From an optimization exercise on the open Yosys and OpenROAD flow, aimed at small area, a short achievable clock period and few clock cycles; shortcuts taken in it are not production practice. In this exercise RTL edits were held to simulation tests only and were not proved equivalent to the original. Power is estimated from default activity; no workload was simulated.

lane 1:
==> flow/design.v <==
module cpu(clk,reset,N,V,Z, mem_cmd, mem_addr, read_data, write_data);
    input clk, reset;
    input [15:0] read_data;
    output [15:0] write_data;
    output Z, V, N;
    output [8:0] mem_addr;
    output [1:0] mem_cmd;
    localparam [1:0] C_NONE = 2'b00, C_WRITE = 2'b01, C_READ = 2'b10;
    reg [127:0] R;               
    reg        halted;
    reg [1:0]  cmd;              
    reg [8:0]  maddr;            
    reg [15:0] wdata;            
    reg        isf;              
    reg [7:0]  fpc;              
    reg        fv;               
    reg        ldm_v, ldw_v;     
    reg [2:0]  ldm_rd, ldw_rd;
    reg        ldw_kill;         
    reg        fN, fV, fZ;
    assign mem_cmd = cmd;
    assign mem_addr = maddr;
    assign write_data = wdata;
    assign N = fN;
    assign V = fV;
    assign Z = fZ;
    reg [15:0] IR;
    reg        irv;
    reg [2:0]  bidx;             
    wire [2:0] op = IR[15:13];
    wire [1:0] alu = IR[12:11];
    wire [2:0] rn = IR[10:8];
    wire [2:0] rd = IR[7:5];
    wire [1:0] sh = IR[4:3];
    wire [2:0] rm = IR[2:0];
    wire i_ldr  = ~op[2];
    wire i_str  = op[2] & ~op[1] & ~op[0];
    wire i_alu  = op[2] & ~op[1] & op[0];
    wire i_mov  = op[2] & op[1] & ~op[0];
    wire i_halt = op[2] & op[1] & op[0];
    wire i_movi = i_mov & alu[1];
    wire i_cmp  = i_alu & (alu == 2'b01);
    wire i_add  = i_alu & (alu == 2'b00);
    wire i_and  = i_alu & (alu == 2'b10);
    wire i_mvn  = i_alu & (alu == 2'b11);
    wire i_wr   = i_mov | (i_alu & (alu != 2'b01));
    wire [2:0] dst = i_movi ? rn : rd;
    wire use_rn = i_ldr | i_str | (i_alu & (alu != 2'b11));
    wire use_rm = i_alu | (i_mov & ~alu[1]);
    wire use_rd = i_str;
    reg [15:0] A, B;
    reg        xv;
    reg [2:0]  xop;
    wire x_wr   = ~xop[2];
    wire x_cmp  = xop == 3'b100;
    wire x_ldr  = xop == 3'b101;
    wire x_str  = xop == 3'b110;
    wire x_halt = xop == 3'b111;
    reg [2:0]  x_dst;
    reg [4:0]  x_imm5;
    wire [15:0] xres;
    wire rd_x = (use_rn & (rn == x_dst)) | (use_rm & (rm == x_dst)) | (use_rd & (rd == x_dst));
    wire rd_m = (use_rn & (rn == ldm_rd)) | (use_rm & (rm == ldm_rd)) | (use_rd & (rd == ldm_rd));
    wire rd_w = (use_rn & (rn == ldw_rd)) | (use_rm & (rm == ldw_rd)) | (use_rd & (rd == ldw_rd));
    wire r_hazard = (xv & x_ldr & rd_x) | (ldm_v & rd_m) | (ldw_v & rd_w);
    wire x_fire = xv & ~halted & ~(ldw_v & x_wr);
    wire r_go = irv & ~halted & (~xv | x_fire) & ~r_hazard;
    reg [15:0] rfa, rfb;
    integer i;
    always @(*) begin
        rfa = 16'b0;
        rfb = 16'b0;
        for (i = 0; i < 8; i = i + 1) begin
            rfa = rfa | ({16{rn == i}} & R[16*i +: 16]);
            rfb = rfb | ({16{bidx == i}} & R[16*i +: 16]);
        end
    end
    wire ldw_ok = ldw_v & ~ldw_kill;
    wire fa_x = xv & x_wr & (x_dst == rn);
    wire fb_x = xv & x_wr & (x_dst == bidx);
    wire [15:0] ra = fa_x ? xres : rfa;
    wire [15:0] rb = fb_x ? xres : rfb;
    wire s_imm = i_movi;
    wire s_pas = ~i_movi & (i_str | (sh == 2'b00));
    wire s_shl = ~i_movi & ~i_str & (sh == 2'b01);
    wire s_shr = ~i_movi & ~i_str & sh[1];
    wire s_msb = ~i_movi & ~i_str & (sh == 2'b11);
    wire [15:0] imm8 = {{8{IR[7]}}, IR[7:0]};
    wire [15:0] B_n = ({16{s_imm}} & imm8) | ({16{s_pas}} & rb) |
                      ({16{s_shl}} & {rb[14:0], 1'b0}) |
                      ({16{s_shr}} & {s_msb & rb[15], rb[15:1]});
    wire [15:0] A_n = ra ^ {16{i_cmp}};    
    wire [15:0] sum = A + B;
    reg [15:0] xres_r;
    always @(*) begin
        case (xop[1:0])
            2'b00: xres_r = sum;
            2'b01: xres_r = B;
            2'b10: xres_r = A & B;
            default: xres_r = ~B;
        endcase
    end
    assign xres = xres_r;
    wire cN = ~sum[15];
    wire cZ = &sum;
    wire cV = (A[15] == B[15]) & (sum[15] != A[15]);
    wire [8:0] xaddr = A[8:0] + {{4{x_imm5[4]}}, x_imm5};
    integer j;
    wire        we = ldw_ok | (x_fire & x_wr);
    wire [2:0]  widx = ldw_v ? ldw_rd : x_dst;
    wire [15:0] wd = ldw_v ? read_data : xres;
    always @(posedge clk) begin
        for (j = 0; j < 8; j = j + 1)
            if (we && widx == j) R[16*j +: 16] <= wd;
    end
    wire accept = fv & (~irv | r_go);
    wire reject = fv & irv & ~r_go;
    wire [7:0] nf = reject ? fpc - {6'b0, isf, ~isf} : fpc;
    wire mem_go = x_fire & (x_ldr | x_str);
    wire stop = halted | (x_fire & x_halt);
    always @(posedge clk) begin
        if (accept) begin
            IR <= read_data;
            bidx <= (read_data[15:13] == 3'b100) ? read_data[7:5] : read_data[2:0];
        end
        if (r_go) begin
            A <= A_n;
            B <= B_n;
            xop <= i_add ? 3'b000 : i_mov ? 3'b001 : i_and ? 3'b010 : i_mvn ? 3'b011 :
                   i_cmp ? 3'b100 : i_ldr ? 3'b101 : i_str ? 3'b110 : 3'b111;
            x_dst <= dst;
            x_imm5 <= IR[4:0];
        end
        wdata <= B;
        if (x_fire & x_cmp) begin
            fN <= cN;
            fV <= cV;
            fZ <= cZ;
        end
        ldm_rd <= x_dst;
        ldw_rd <= ldm_rd;
        ldw_kill <= x_fire & x_wr & ldm_v & (x_dst == ldm_rd);
    end
    always @(posedge clk) begin
        if (reset) begin
            irv <= 1'b0;
            xv <= 1'b0;
            halted <= 1'b0;
            cmd <= C_READ;
            maddr <= 9'd0;
            isf <= 1'b1;
            fpc <= 8'd1;
            fv <= 1'b0;
            ldm_v <= 1'b0;
            ldw_v <= 1'b0;
        end else begin
            irv <= accept | (irv & ~r_go);
            xv <= r_go | (xv & ~x_fire);
            halted <= stop;
            ldm_v <= x_fire & x_ldr;
            ldw_v <= ldm_v;
            fv <= isf & ~reject;
            if (mem_go) begin
                cmd <= x_ldr ? C_READ : C_WRITE;
                maddr <= xaddr;
                isf <= 1'b0;
                fpc <= nf;
            end else if (stop) begin
                cmd <= C_NONE;
                isf <= 1'b0;
            end else begin
                cmd <= C_READ;
                maddr <= {1'b0, nf};
                isf <= 1'b1;
                fpc <= nf + 8'd1;
            end
        end
    end
endmodule
==> flow/config.mk <==
export PLATFORM = sky130hd
export DESIGN_NAME = cpu
export DESIGN_NICKNAME = cpu
export VERILOG_FILES = /design/flow/design.v
export SDC_FILE = /design/flow/constraint.sdc
export NUM_CORES = 4
export LEC_CHECK = 0
export ABC_AREA = 1
export CAP_MARGIN = 20
export CORE_MARGIN = 2
export CORE_UTILIZATION = 55
export CTS_CLUSTER_DIAMETER = 100
export CTS_CLUSTER_SIZE = 24
export PLACE_DENSITY = 0.75
export SETUP_SLACK_MARGIN = 4.0
export SLEW_MARGIN = 20
==> flow/constraint.sdc <==
create_clock -name core_clock -period 7.0 [get_ports {clk}]
set_input_delay 1.4000 -clock core_clock [delete_from_list [all_inputs] [get_ports {clk}]]
set_output_delay 1.4000 -clock core_clock [all_outputs]
set_load 0.01 [all_outputs]
run.sh (not shown) runs the stock make flow with config.mk's settings and CLKGATE_MAP_FILE= SYNTH_SCRIPT=/design/flow/synth_recipe.tcl, a recipe that flattens the netlist after the stock synthesis.
Lane 1: PASS, flow complete, no timing, DRC or antenna violations
Testbench counts of lane 1, summed over its fixed seeds: cycles 17,825.
[inputs] lane 2 vs lane 1
# lane 1
export LEC_CHECK = 0
export ABC_AREA = 1
export CAP_MARGIN = 20
export CORE_MARGIN = 2
export CORE_UTILIZATION = 55
export CTS_CLUSTER_DIAMETER = 100
export CTS_CLUSTER_SIZE = 24
export PLACE_DENSITY = 0.75
export SETUP_SLACK_MARGIN = 4.0
export SLEW_MARGIN = 20
create_clock -name core_clock -period 7.0 [get_ports {clk}]
# lane 2
export LEC_CHECK = 0
export ABC_AREA = 1
export CAP_MARGIN = 20
export CORE_MARGIN = 2
export CORE_UTILIZATION = 40
export CTS_CLUSTER_DIAMETER = 100
export CTS_CLUSTER_SIZE = 24
export SETUP_SLACK_MARGIN = 5.0
export SLEW_MARGIN = 20
create_clock -name core_clock -period 7.0 [get_ports {clk}]
## What came out
- Critical path depth delta for lane 2 relative to lane 1: 4 higher
- Summary of lane 2 over lane 1: final worst-path cycle share went down; met2 routing resource usage after global routing fell by 5.5 points; power drawn by the combinational cells increased by about 70% relative to the old numbers; clock share of power went down 2.2 points; total power climbed 20%.
- Looking at post-route worst hold slack, lane 2 sits 0.0066 ns higher than lane 1 does.
What lane 3 does differently from lane 2 at the input level:
# lane 2
export LEC_CHECK = 0
export ABC_AREA = 1
export CAP_MARGIN = 20
export CORE_MARGIN = 2
export CORE_UTILIZATION = 40
export CTS_CLUSTER_DIAMETER = 100
export CTS_CLUSTER_SIZE = 24
export SETUP_SLACK_MARGIN = 5.0
export SLEW_MARGIN = 20
create_clock -name core_clock -period 7.0 [get_ports {clk}]
# lane 3
export LEC_CHECK = 0
export ABC_AREA = 1
export CAP_MARGIN = 20
export CORE_MARGIN = 2
export CORE_UTILIZATION = 65
export CTS_CLUSTER_DIAMETER = 100
export CTS_CLUSTER_SIZE = 24
export PLACE_DENSITY = 0.85
export SETUP_SLACK_MARGIN = 4.25
export SLEW_MARGIN = 20
create_clock -name core_clock -period 7.0 [get_ports {clk}]
==> comparison <==
Switching power total ended up 0.00028 W lower on lane 3 than on lane 2.
The total length of routed met3 wires of lane 3 is higher than that of lane 2.
Lane 3 against lane 2: weighted congestion reported at the end of routability-driven placement increased about 5%; antenna cell count level; number of non-clock buffers in the layout fell by 130.

static timing again, ports no longer ideal:
The flow's constraints put no driver on any port. The routed layouts listed below were extracted and timed again, unchanged, in two steps.
Step 1 assumes that a clkbuf_16 drives the clock port and a buf_2 every other input.
Step 2 moves the port delays by t, midway between the first and last clock arrival at a register: inputs arrive t later, outputs are due t later. That takes back most of the time a late clock gives input paths.
Three values: no drivers, after step 1, after step 2; two values: the first two.
run	t (ns)	setup WS [ns]	worst hold slack (ns)	worst register clock-pin slew, ns	worst data-port slew with drivers (ns)
lane 1	0.536	4.042 / 4.042 / 3.915	0.450 / 0.450 / 0.450	0.10 / 0.10	0.05
lane 2	0.551	4.363 / 4.363 / 4.363	0.457 / 0.457 / 0.457	0.10 / 0.10	0.04
lane 3	0.532	4.254 / 4.254 / 3.914	0.441 / 0.441 / 0.441	0.10 / 0.10	0.04
After both steps every run listed still meets setup and hold. For lane 3, which loses most, drivers alone change the setup slack by 0.000 ns; drivers and shift together by -0.340 ns.
